From an optimization exercise on the open Yosys and OpenROAD flow, aimed at small area, a short achievable clock period and few clock cycles; shortcuts taken in it are not production practice. For this run, only the layout was checked, not whether the RTL still works.

`design/flow/flow/run.sh`:
```
#!/bin/bash
# Standard ORFS layout, with repair_timing asked to leave extra setup slack so
# that the fixed input/output paths are built fast. The SDC is the standard flow's own.
set -euo pipefail
bash standard.sh SETUP_SLACK_MARGIN=7 MATCH_CELL_FOOTPRINT=0 \
  "BUFFER_PORTS_ARGS=-buffer_cell sky130_fd_sc_hd__buf_2" finish > standard_flow.log 2>&1
```
`design/flow/standard.sh`:
```
#!/bin/bash
# synth_recipe.tcl (not shown) runs the flow's synth.tcl, then flattens the netlist and writes it again
# the make line also repeats each setting of config.mk as NAME=value (left out here)
make -C /OpenROAD-flow-scripts/flow DESIGN_CONFIG=/design/flow/config.mk WORK_HOME=/design/flow/orfs CLKGATE_MAP_FILE= SYNTH_SCRIPT=/design/flow/synth_recipe.tcl "${@:-finish}"
```
`design/flow/config.mk`:
```
export PLATFORM = sky130hd
export DESIGN_NAME = processing_element_avalon_interface
export DESIGN_NICKNAME = processing_element_avalon_interface
export VERILOG_FILES = /design/flow/design.v
export SDC_FILE = /design/flow/constraint.sdc
export NUM_CORES = 4
export LEC_CHECK = 0
export CAP_MARGIN = 20
export CORE_MARGIN = 2
export CORE_UTILIZATION = 40
export SLEW_MARGIN = 20
```
`design/flow/constraint.sdc`:
```
create_clock -name core_clock -period 12.5 [get_ports {csi_clockreset_clk}]
set_input_delay 2.5000 -clock core_clock [delete_from_list [all_inputs] [get_ports {csi_clockreset_clk}]]
set_output_delay 2.5000 -clock core_clock [all_outputs]
set_load 0.01 [all_outputs]
```
`design/flow/design.v`:
```
module processing_element_fsm (
    input wire clk,
    input wire rst,
    input wire [8:0] delta,    
    input wire [7:0] other,    
    output wire signed [31:0] result
);
    reg [8:0] d_q;
    reg [7:0] o_q;
    reg [18:0] acc;
    always @(posedge clk) begin
        d_q <= delta;
        o_q <= other;
    end
    wire [18:0] sum;
    pe_mac_tree mac (
        .d(d_q),
        .o(o_q),
        .acc(acc),
        .sum(sum)
    );
    always @(posedge clk)
        if (rst) acc <= 19'd0;
        else acc <= sum;
    assign result = {{13{acc[18]}}, acc};
endmodule
module pe_mac_tree (
    input  wire [8:0]  d,
    input  wire [7:0]  o,
    input  wire [18:0] acc,
    output wire [18:0] sum
);
    wire pp_0_0 = d[0] & o[0];
    wire pp_0_1 = d[0] & o[1];
    wire pp_0_2 = d[0] & o[2];
    wire pp_0_3 = d[0] & o[3];
    wire pp_0_4 = d[0] & o[4];
    wire pp_0_5 = d[0] & o[5];
    wire pp_0_6 = d[0] & o[6];
    wire pp_0_7 = ~(d[0] & o[7]);
    wire pp_1_0 = d[1] & o[0];
    wire pp_1_1 = d[1] & o[1];
    wire pp_1_2 = d[1] & o[2];
    wire pp_1_3 = d[1] & o[3];
    wire pp_1_4 = d[1] & o[4];
    wire pp_1_5 = d[1] & o[5];
    wire pp_1_6 = d[1] & o[6];
    wire pp_1_7 = ~(d[1] & o[7]);
    wire pp_2_0 = d[2] & o[0];
    wire pp_2_1 = d[2] & o[1];
    wire pp_2_2 = d[2] & o[2];
    wire pp_2_3 = d[2] & o[3];
    wire pp_2_4 = d[2] & o[4];
    wire pp_2_5 = d[2] & o[5];
    wire pp_2_6 = d[2] & o[6];
    wire pp_2_7 = ~(d[2] & o[7]);
    wire pp_3_0 = d[3] & o[0];
    wire pp_3_1 = d[3] & o[1];
    wire pp_3_2 = d[3] & o[2];
    wire pp_3_3 = d[3] & o[3];
    wire pp_3_4 = d[3] & o[4];
    wire pp_3_5 = d[3] & o[5];
    wire pp_3_6 = d[3] & o[6];
    wire pp_3_7 = ~(d[3] & o[7]);
    wire pp_4_0 = d[4] & o[0];
    wire pp_4_1 = d[4] & o[1];
    wire pp_4_2 = d[4] & o[2];
    wire pp_4_3 = d[4] & o[3];
    wire pp_4_4 = d[4] & o[4];
    wire pp_4_5 = d[4] & o[5];
    wire pp_4_6 = d[4] & o[6];
    wire pp_4_7 = ~(d[4] & o[7]);
    wire pp_5_0 = d[5] & o[0];
    wire pp_5_1 = d[5] & o[1];
    wire pp_5_2 = d[5] & o[2];
    wire pp_5_3 = d[5] & o[3];
    wire pp_5_4 = d[5] & o[4];
    wire pp_5_5 = d[5] & o[5];
    wire pp_5_6 = d[5] & o[6];
    wire pp_5_7 = ~(d[5] & o[7]);
    wire pp_6_0 = d[6] & o[0];
    wire pp_6_1 = d[6] & o[1];
    wire pp_6_2 = d[6] & o[2];
    wire pp_6_3 = d[6] & o[3];
    wire pp_6_4 = d[6] & o[4];
    wire pp_6_5 = d[6] & o[5];
    wire pp_6_6 = d[6] & o[6];
    wire pp_6_7 = ~(d[6] & o[7]);
    wire pp_7_0 = d[7] & o[0];
    wire pp_7_1 = d[7] & o[1];
    wire pp_7_2 = d[7] & o[2];
    wire pp_7_3 = d[7] & o[3];
    wire pp_7_4 = d[7] & o[4];
    wire pp_7_5 = d[7] & o[5];
    wire pp_7_6 = d[7] & o[6];
    wire pp_7_7 = ~(d[7] & o[7]);
    wire pp_8_0 = ~(d[8] & o[0]);
    wire pp_8_1 = ~(d[8] & o[1]);
    wire pp_8_2 = ~(d[8] & o[2]);
    wire pp_8_3 = ~(d[8] & o[3]);
    wire pp_8_4 = ~(d[8] & o[4]);
    wire pp_8_5 = ~(d[8] & o[5]);
    wire pp_8_6 = ~(d[8] & o[6]);
    wire pp_8_7 = d[8] & o[7];
    wire k1 = ~acc[7];
    wire k2 = ~acc[7];
    wire k3 = ~acc[16];
    wire k4 = ~acc[16];
    wire k5 = ~acc[16];
    wire s6, c7;
    assign {c7, s6} = pp_1_7 + pp_2_6;
    wire s8, c9;
    assign {c9, s8} = pp_2_7 + pp_3_6;
    wire s10, c11;
    assign {c11, s10} = pp_0_5 + pp_1_4;
    wire s12, c13;
    assign {c13, s12} = pp_0_6 + pp_1_5 + pp_2_4;
    wire s14, c15;
    assign {c15, s14} = pp_3_3 + pp_4_2;
    wire s16, c17;
    assign {c17, s16} = pp_0_7 + pp_1_6 + pp_2_5;
    wire s18, c19;
    assign {c19, s18} = pp_3_4 + pp_4_3 + pp_5_2;
    wire s20, c21;
    assign {c21, s20} = pp_6_1 + pp_7_0;
    wire s22, c23;
    assign {c23, s22} = s6 + pp_3_5 + pp_4_4;
    wire s24, c25;
    assign {c25, s24} = pp_5_3 + pp_6_2 + pp_7_1;
    wire s26, c27;
    assign {c27, s26} = pp_8_0 + acc[8] + k2;
    wire s28, c29;
    assign {c29, s28} = s8 + pp_4_5 + pp_5_4;
    wire s30, c31;
    assign {c31, s30} = pp_6_3 + pp_7_2 + pp_8_1;
    wire s32, c33;
    assign {c33, s32} = acc[9] + acc[7] + c7;
    wire s34, c35;
    assign {c35, s34} = pp_3_7 + pp_4_6 + pp_5_5;
    wire s36, c37;
    assign {c37, s36} = pp_6_4 + pp_7_3 + pp_8_2;
    wire s38, c39;
    assign {c39, s38} = acc[10] + c9;
    wire s40, c41;
    assign {c41, s40} = pp_4_7 + pp_5_6 + pp_6_5;
    wire s42, c43;
    assign {c43, s42} = pp_7_4 + pp_8_3;
    wire s44, c45;
    assign {c45, s44} = pp_5_7 + pp_6_6;
    wire s46, c47;
    assign {c47, s46} = pp_0_3 + pp_1_2;
    wire s48, c49;
    assign {c49, s48} = pp_0_4 + pp_1_3 + pp_2_2;
    wire s50, c51;
    assign {c51, s50} = pp_3_1 + pp_4_0;
    wire s52, c53;
    assign {c53, s52} = s10 + pp_2_3 + pp_3_2;
    wire s54, c55;
    assign {c55, s54} = pp_4_1 + pp_5_0 + acc[5];
    wire s56, c57;
    assign {c57, s56} = s12 + s14 + pp_5_1;
    wire s58, c59;
    assign {c59, s58} = pp_6_0 + acc[6] + c11;
    wire s60, c61;
    assign {c61, s60} = s16 + s18 + s20;
    wire s62, c63;
    assign {c63, s62} = k1 + c13 + c15;
    wire s64, c65;
    assign {c65, s64} = s22 + s24 + s26;
    wire s66, c67;
    assign {c67, s66} = c17 + c19 + c21;
    wire s68, c69;
    assign {c69, s68} = s28 + s30 + s32;
    wire s70, c71;
    assign {c71, s70} = c23 + c25 + c27;
    wire s72, c73;
    assign {c73, s72} = s34 + s36 + s38;
    wire s74, c75;
    assign {c75, s74} = c29 + c31 + c33;
    wire s76, c77;
    assign {c77, s76} = s40 + s42 + acc[11];
    wire s78, c79;
    assign {c79, s78} = c35 + c37 + c39;
    wire s80, c81;
    assign {c81, s80} = s44 + pp_7_5 + pp_8_4;
    wire s82, c83;
    assign {c83, s82} = acc[12] + c41 + c43;
    wire s84, c85;
    assign {c85, s84} = pp_6_7 + pp_7_6 + pp_8_5;
    wire s86, c87;
    assign {c87, s86} = acc[13] + c45;
    wire s88, c89;
    assign {c89, s88} = pp_7_7 + pp_8_6;
    wire s90, c91;
    assign {c91, s90} = pp_0_2 + pp_1_1;
    wire s92, c93;
    assign {c93, s92} = s46 + pp_2_1 + pp_3_0;
    wire s94, c95;
    assign {c95, s94} = s48 + s50 + acc[4];
    wire s96, c97;
    assign {c97, s96} = s52 + s54 + c49;
    wire s98, c99;
    assign {c99, s98} = s56 + s58 + c53;
    wire s100, c101;
    assign {c101, s100} = s60 + s62 + c57;
    wire s102, c103;
    assign {c103, s102} = s64 + s66 + c61;
    wire s104, c105;
    assign {c105, s104} = s68 + s70 + c65;
    wire s106, c107;
    assign {c107, s106} = s72 + s74 + c69;
    wire s108, c109;
    assign {c109, s108} = s76 + s78 + c73;
    wire s110, c111;
    assign {c111, s110} = s80 + s82 + c77;
    wire s112, c113;
    assign {c113, s112} = s84 + s86 + c81;
    wire s114, c115;
    assign {c115, s114} = s88 + acc[14] + c85;
    wire s116, c117;
    assign {c117, s116} = pp_8_7 + acc[15];
    wire s118, c119;
    assign {c119, s118} = pp_0_1 + pp_1_0;
    wire s120, c121;
    assign {c121, s120} = s90 + pp_2_0 + acc[2];
    wire s122, c123;
    assign {c123, s122} = s92 + acc[3] + c91;
    wire s124, c125;
    assign {c125, s124} = s94 + c47 + c93;
    wire s126, c127;
    assign {c127, s126} = s96 + c51 + c95;
    wire s128, c129;
    assign {c129, s128} = s98 + c55 + c97;
    wire s130, c131;
    assign {c131, s130} = s100 + c59 + c99;
    wire s132, c133;
    assign {c133, s132} = s102 + c63 + c101;
    wire s134, c135;
    assign {c135, s134} = s104 + c67 + c103;
    wire s136, c137;
    assign {c137, s136} = s106 + c71 + c105;
    wire s138, c139;
    assign {c139, s138} = s108 + c75 + c107;
    wire s140, c141;
    assign {c141, s140} = s110 + c79 + c109;
    wire s142, c143;
    assign {c143, s142} = s112 + c83 + c111;
    wire s144, c145;
    assign {c145, s144} = s114 + c87 + c113;
    wire s146, c147;
    assign {c147, s146} = s116 + c89 + c115;
    wire s148, c149;
    assign {c149, s148} = k3 + c117;
    wire s150, c151;
    assign {c151, s150} = acc[17] + k4;
    wire s152, c153;
    assign {c153, s152} = acc[18] + k5;
    wire [18:0] ra = {s152, s150, s148, s146, s144, s142, s140, s138, s136, s134, s132, s130, s128, s126, s124, s122, s120, s118, pp_0_0};
    wire [18:0] rb = {c151, c149, c147, c145, c143, c141, c139, c137, c135, c133, c131, c129, c127, c125, c123, c121, c119, acc[1], acc[0]};
    wire [4:0] rc;
    assign rc[0] = 1'b0;
    assign {rc[1], sum[0]} = ra[0] + rb[0] + rc[0];
    assign {rc[2], sum[1]} = ra[1] + rb[1] + rc[1];
    assign {rc[3], sum[2]} = ra[2] + rb[2] + rc[2];
    assign {rc[4], sum[3]} = ra[3] + rb[3] + rc[3];
    assign sum[18:4] = ra[18:4] + rb[18:4] + rc[4];
endmodule
module processing_element_avalon_interface (
    input csi_clockreset_clk,
    input csi_clockreset_reset_n,
    input [7:0] avs_s1_address,
    input avs_s1_read,
    input avs_s1_write,
    input [31:0] avs_s1_writedata,
    output reg [31:0] avs_s1_readdata
);
    wire clk = csi_clockreset_clk;
    wire rst = ~csi_clockreset_reset_n;
    wire [7:0] a = avs_s1_address;
    reg       wr_v;
    reg [4:0] wr_a;
    reg [7:0] wr_d;
    always @(posedge clk) begin
        wr_v <= ~rst & avs_s1_write & (a < 8'd18);
        wr_a <= a[4:0];
        wr_d <= avs_s1_writedata[7:0];
    end
    reg [7:0] img [0:8];
    reg [7:0] filt [0:8];
    reg start;
    wire [7:0] din = rst ? 8'd0 : wr_d;
    wire live = wr_v;
    wire [8:0] sel_x, sel_w;
    reg  [7:0] xs, ws;
    integer k;
    genvar i;
    generate
        for (i = 0; i < 9; i = i + 1) begin : g_op
            assign sel_x[i] = live & (wr_a == i);
            assign sel_w[i] = live & (wr_a == i + 9);
            always @(posedge clk)
                if (rst | sel_x[i]) img[i] <= din;
            always @(posedge clk)
                if (rst | sel_w[i]) filt[i] <= din;
        end
    endgenerate
    always @(*) begin
        xs = 8'd0;
        ws = 8'd0;
        for (k = 0; k < 9; k = k + 1) begin
            if (sel_x[k] | sel_w[k]) begin
                xs = xs | img[k];
                ws = ws | filt[k];
            end
        end
    end
    wire is_x = |sel_x;
    wire [7:0] old_v   = is_x ? xs : ws;
    wire [7:0] other_v = is_x ? ws : xs;
    wire [8:0] delta = {wr_d[7], wr_d} - {old_v[7], old_v};
    always @(posedge clk)
        if (rst) start <= 1'b0;
        else if (avs_s1_write & (a == 8'd18)) start <= avs_s1_writedata[0];
    wire signed [31:0] result;
    processing_element_fsm pe_inst (
        .clk(clk),
        .rst(rst),
        .delta(delta),
        .other(other_v & {8{~rst}}),
        .result(result)
    );
    always @(*) begin
        case (a)
            8'd30: avs_s1_readdata = result;
            8'd31: avs_s1_readdata = {31'd0, start};
            default: avs_s1_readdata = 32'd0;
        endcase
    end
endmodule
```
==> results_dict.tcl <==
set metrics [dict create \
    postSynth.asyncResetShare_pct 0 \
    min_from "start$_SDFFE_PN0P_" \
    r2r-start "pe_inst.o_q[6]$_DFF_P_" \
    p_clk_share_pct 32.2 \
    drive_above_1_share_pct 15.1 \
    drv_slew 0 \
    p_seq_share_pct 45.0 \
    critPathArrivalTime_ns 3.62 \
    route.detailed.drc 0 \
    synth_area_leaders "edfxtp_1 (41%), fa_1 (12%), dfxtp_1 (9.6%)" \
    seqCellArea_sq_um 5350 \
    antenna_found_initial 0 \
    hold_buffers 0 \
    report.final.hold_viol_count 0 \
    track_usage_pct 18.6 \
    synth_warnings 4 \
    nets 1067 \
    p_int_w 0.00120 \
    synth_ff_type "edfxtp_1" \
    crit_fanout 7 \
    io_pins 76 \
    synth-edff-count 144 \
    cts_root_buf "clkbuf_16" \
    fin_setup_tns_ns 0 \
    tightestPinTransition_ns 1.05 \
    cellPowerDensity_nw_per_um2 145 \
    synth_top_cell_by_area "edfxtp_1" \
    cts_buffers 17 \
    timing.final.crit_share_pct 49.0 \
    initial_core_util_pct 40.8 \
    grt_pass1_vias 6953 \
    drtIter0Drc 543 \
    worstSetupPathType "input pin to output port" \
    swShare_pct 31.6 \
    syn_area_sq_um 10600 \
    critical_path.endpoint_type "output port" \
    die_h_um 167 \
    clock_path_buffers 2 \
    required_ns 10.00 \
    peakVddDrop_uv 85.5 \
    maxCapViolations 0 \
    finalPower_w 0.00175 \
    syn_area_per_cell_sq_um 12.1 \
    p_leak_nw 4.74 \
    die_width_um 167 \
    gp_congestion 0.803 \
    htreeDepth 4 \
    yosysMostFrequentCell "edfxtp_1" \
    final.min_clock_period_ns 6.12 \
    areaGrowthSynthToFinish_pct 13.5 \
    antenna_left 0 \
    worstSkewPairLatency_ns 0.44 \
    design_area_sq_um 12100 \
    multi_input_area_sq_um 4710 \
    synth-seq-cells 195 \
    core_sq_um 26100 \
    cts_tree "done" \
    route.vias.total 6940 \
    clock.fmax_ghz 0.163 \
    dieArea_sq_um 27900 \
    numPortBuffers 50 \
    path_clk_slew_ns 0.08 \
    syn-num-nets 1027 \
    p_switching_w 0.000552 \
    netlist_instances 882 \
    worstRegToRegCells 14 \
    placedInstanceArea_sq_um 11200 \
    grt.overflow.total 0 \
    hpwl_mm 16.9 \
    finalClockSkew_ns 0.0148 \
    reg2reg_slack_ns 7.62 \
    grt_setup_unrepaired "yes" \
    placement_rows 59 \
    status "no timing/DRC/antenna violations" \
    cp-start-kind "input pin" \
    yosys.cell_types.count 62 \
    hold_slack_ns 0.502 \
    hold-path-endpoint "start$_SDFFE_PN0P_" \
    grt_max_degree 50 \
    wl_per_cell_um 19.7 \
    hold_path_class "flop to flop" \
    setup_ws_ns 6.38 \
    fill_cells 2368 \
    combPwrFrac_pct 22.8 \
    wl_mm 25.0 \
    hold_depth 2 \
    relSlewSlack_pct 29.8 \
    r2r_end "pe_inst.acc[17]$_SDFF_PN0_" \
    ys_seq_area_share_pct 50.3 \
    clock_sinks 195 \
    yosys-top-cells-count "edfxtp_1 (144), inv_1 (95), and2_1 (68)" \
    dp_slack_ns 5.80 \
    setup_viol 0 \
    drt_first_pass_iters 5 \
    diodes 0 \
    viasPerCell 5.46 \
    grt_pass1_wl_mm 39.6 \
    synth_top_cell_area_share_pct 40.7 \
]
[final cells by class]
type | count | area share (%)
sequential | 195 | 44.3
multi-input combinational | 535 | 39.1
timing repair buffer | 78 | 5.10
clock buffer | 17 | 3.53
tap | 335 | 3.47
inverter | 95 | 2.96
clock inverter | 15 | 1.60
[critical path, cell delays in order]
cell and delay (ns):
buf_6 0.10, nor3_4 0.22, nand3_4 0.14, nor3_4 0.16
buf_6 0.16, and2_4 0.22, buf_6 0.12
[power groups by stage]
stage / Combinational [W] / Sequential [W] / Clock (W)
floorplan: 0.000312 / 0.000788 / 0
detailed placement: 0.000393 / 0.000802 / 0
CTS: 0.000397 / 0.000788 / 0.000573
global route: 0.000456 / 0.000794 / 0.000598
global placement: 0.000387 / 0.000802 / 0
finish: 0.000399 / 0.000787 / 0.000564
[worst max-delay path by stage]
stage	from	endpoint	slack [ns]
final	avs_s1_address[6]	avs_s1_readdata[28]	6.38
after global routing	avs_s1_address[6]	avs_s1_readdata[28]	6.30
after CTS	avs_s1_address[5]	avs_s1_readdata[22]	6.32
after detailed placement	avs_s1_address[7]	avs_s1_readdata[22]	5.80
after global placement	avs_s1_address[7]	avs_s1_readdata[21]	5.86
after floorplan	avs_s1_address[7]	avs_s1_readdata[19]	6.51
[sequential cells by signal (all words and copies together) (netlist names)]
signal,cells
pe_inst.d_q,9
img,72
wr_v,1
wr_d,8
pe_inst.acc,19
filt,72
pe_inst.o_q,8
wr_a,5
start,1
[cell usage in the layout, fill, tap and decap left out, types with 8 or more instances in the layout]
cell type / count
and3_1: 8
o21ai_0: 27
buf_4: 24
a21oi_1: 15
a21o_1: 10
dfxtp_1: 51
and2_1: 62
o211ai_1: 23
clkbuf_16: 17
nor2_1: 17
buf_6: 24
or4_1: 8
nand4_1: 26
fa_1: 62
nor3_1: 13
inv_1: 95
a22o_1: 9
edfxtp_1: 144
nand3_1: 14
buf_2: 29
ha_1: 39
nand2_1: 45
a221o_1: 11
nor4_1: 11
xnor2_1: 8
[stage by stage]
| stage | util [%] | cells |
|---|---|---|
| floorplan | - | 882 |
| global placement | 42.9 | 1230 |
| detailed placement | 42.9 | 1230 |
| CTS | 45.8 | 1268 |
| global route | 46.3 | 1270 |
| finish | 46.3 | 1270 |
[routing by layer]
layer | routed length, um | vias up | track usage [%]
li1 | - | 3248 | -
met1 | 11300 | 3501 | 25.8
met2 | 12100 | 170 | 30.2
met3 | 1320 | 21 | 3.45
met4 | 301 | 0 | 4.42
met5 | 0 | - | 0
[cell families after synthesis]
kind of cell | Yosys count | share of synthesized area, %
simple gates | 264 | 14.6
flops | 195 | 50.3
buf+inv | 153 | 6.47
compound gates | 149 | 10.7
fa+ha+maj | 101 | 16.3
xor+xnor | 14 | 1.15
mux | 6 | 0.565
[what timing repair did]
| action | in CTS | in global routing |
|---|---|---|
| pin swaps | 4 | 4 |
| cloned | 1 | 0 |
| endpoints found under the setup margin | 32 | 32 |
| gates resized for setup | 19 | 21 |
| buffers inserted | 5 | 2 |

[what the ideal ports hide]
How much do the figures lean on ideal ports? The routed layout below was timed once more, with nothing changed but the port constraints. Step 1: set_driving_cell puts a clkbuf_16 on csi_clockreset_clk and a buf_2 on each other input, an assumption about the parent block. Step 2 times the ports against the registers' clock, not the clock port: input delays grow and output delays shrink by t, the midpoint of the rising clock arrivals with the driver on. Three values: ideal, step 1, step 2; two values: the first two.
t, ns: 0.482
slack for setup (ns): 6.379 / 6.348 / 6.348
clock arrival spread, ns: 0.015 / 0.015
slew at the worst register clock pin (ns): 0.08 / 0.08
worst slew at a driven data input, ns: 0.05
After both steps setup and hold are still met in this run. The setup slack of this run moves by -0.031 ns with the drivers and by -0.031 ns with both steps.
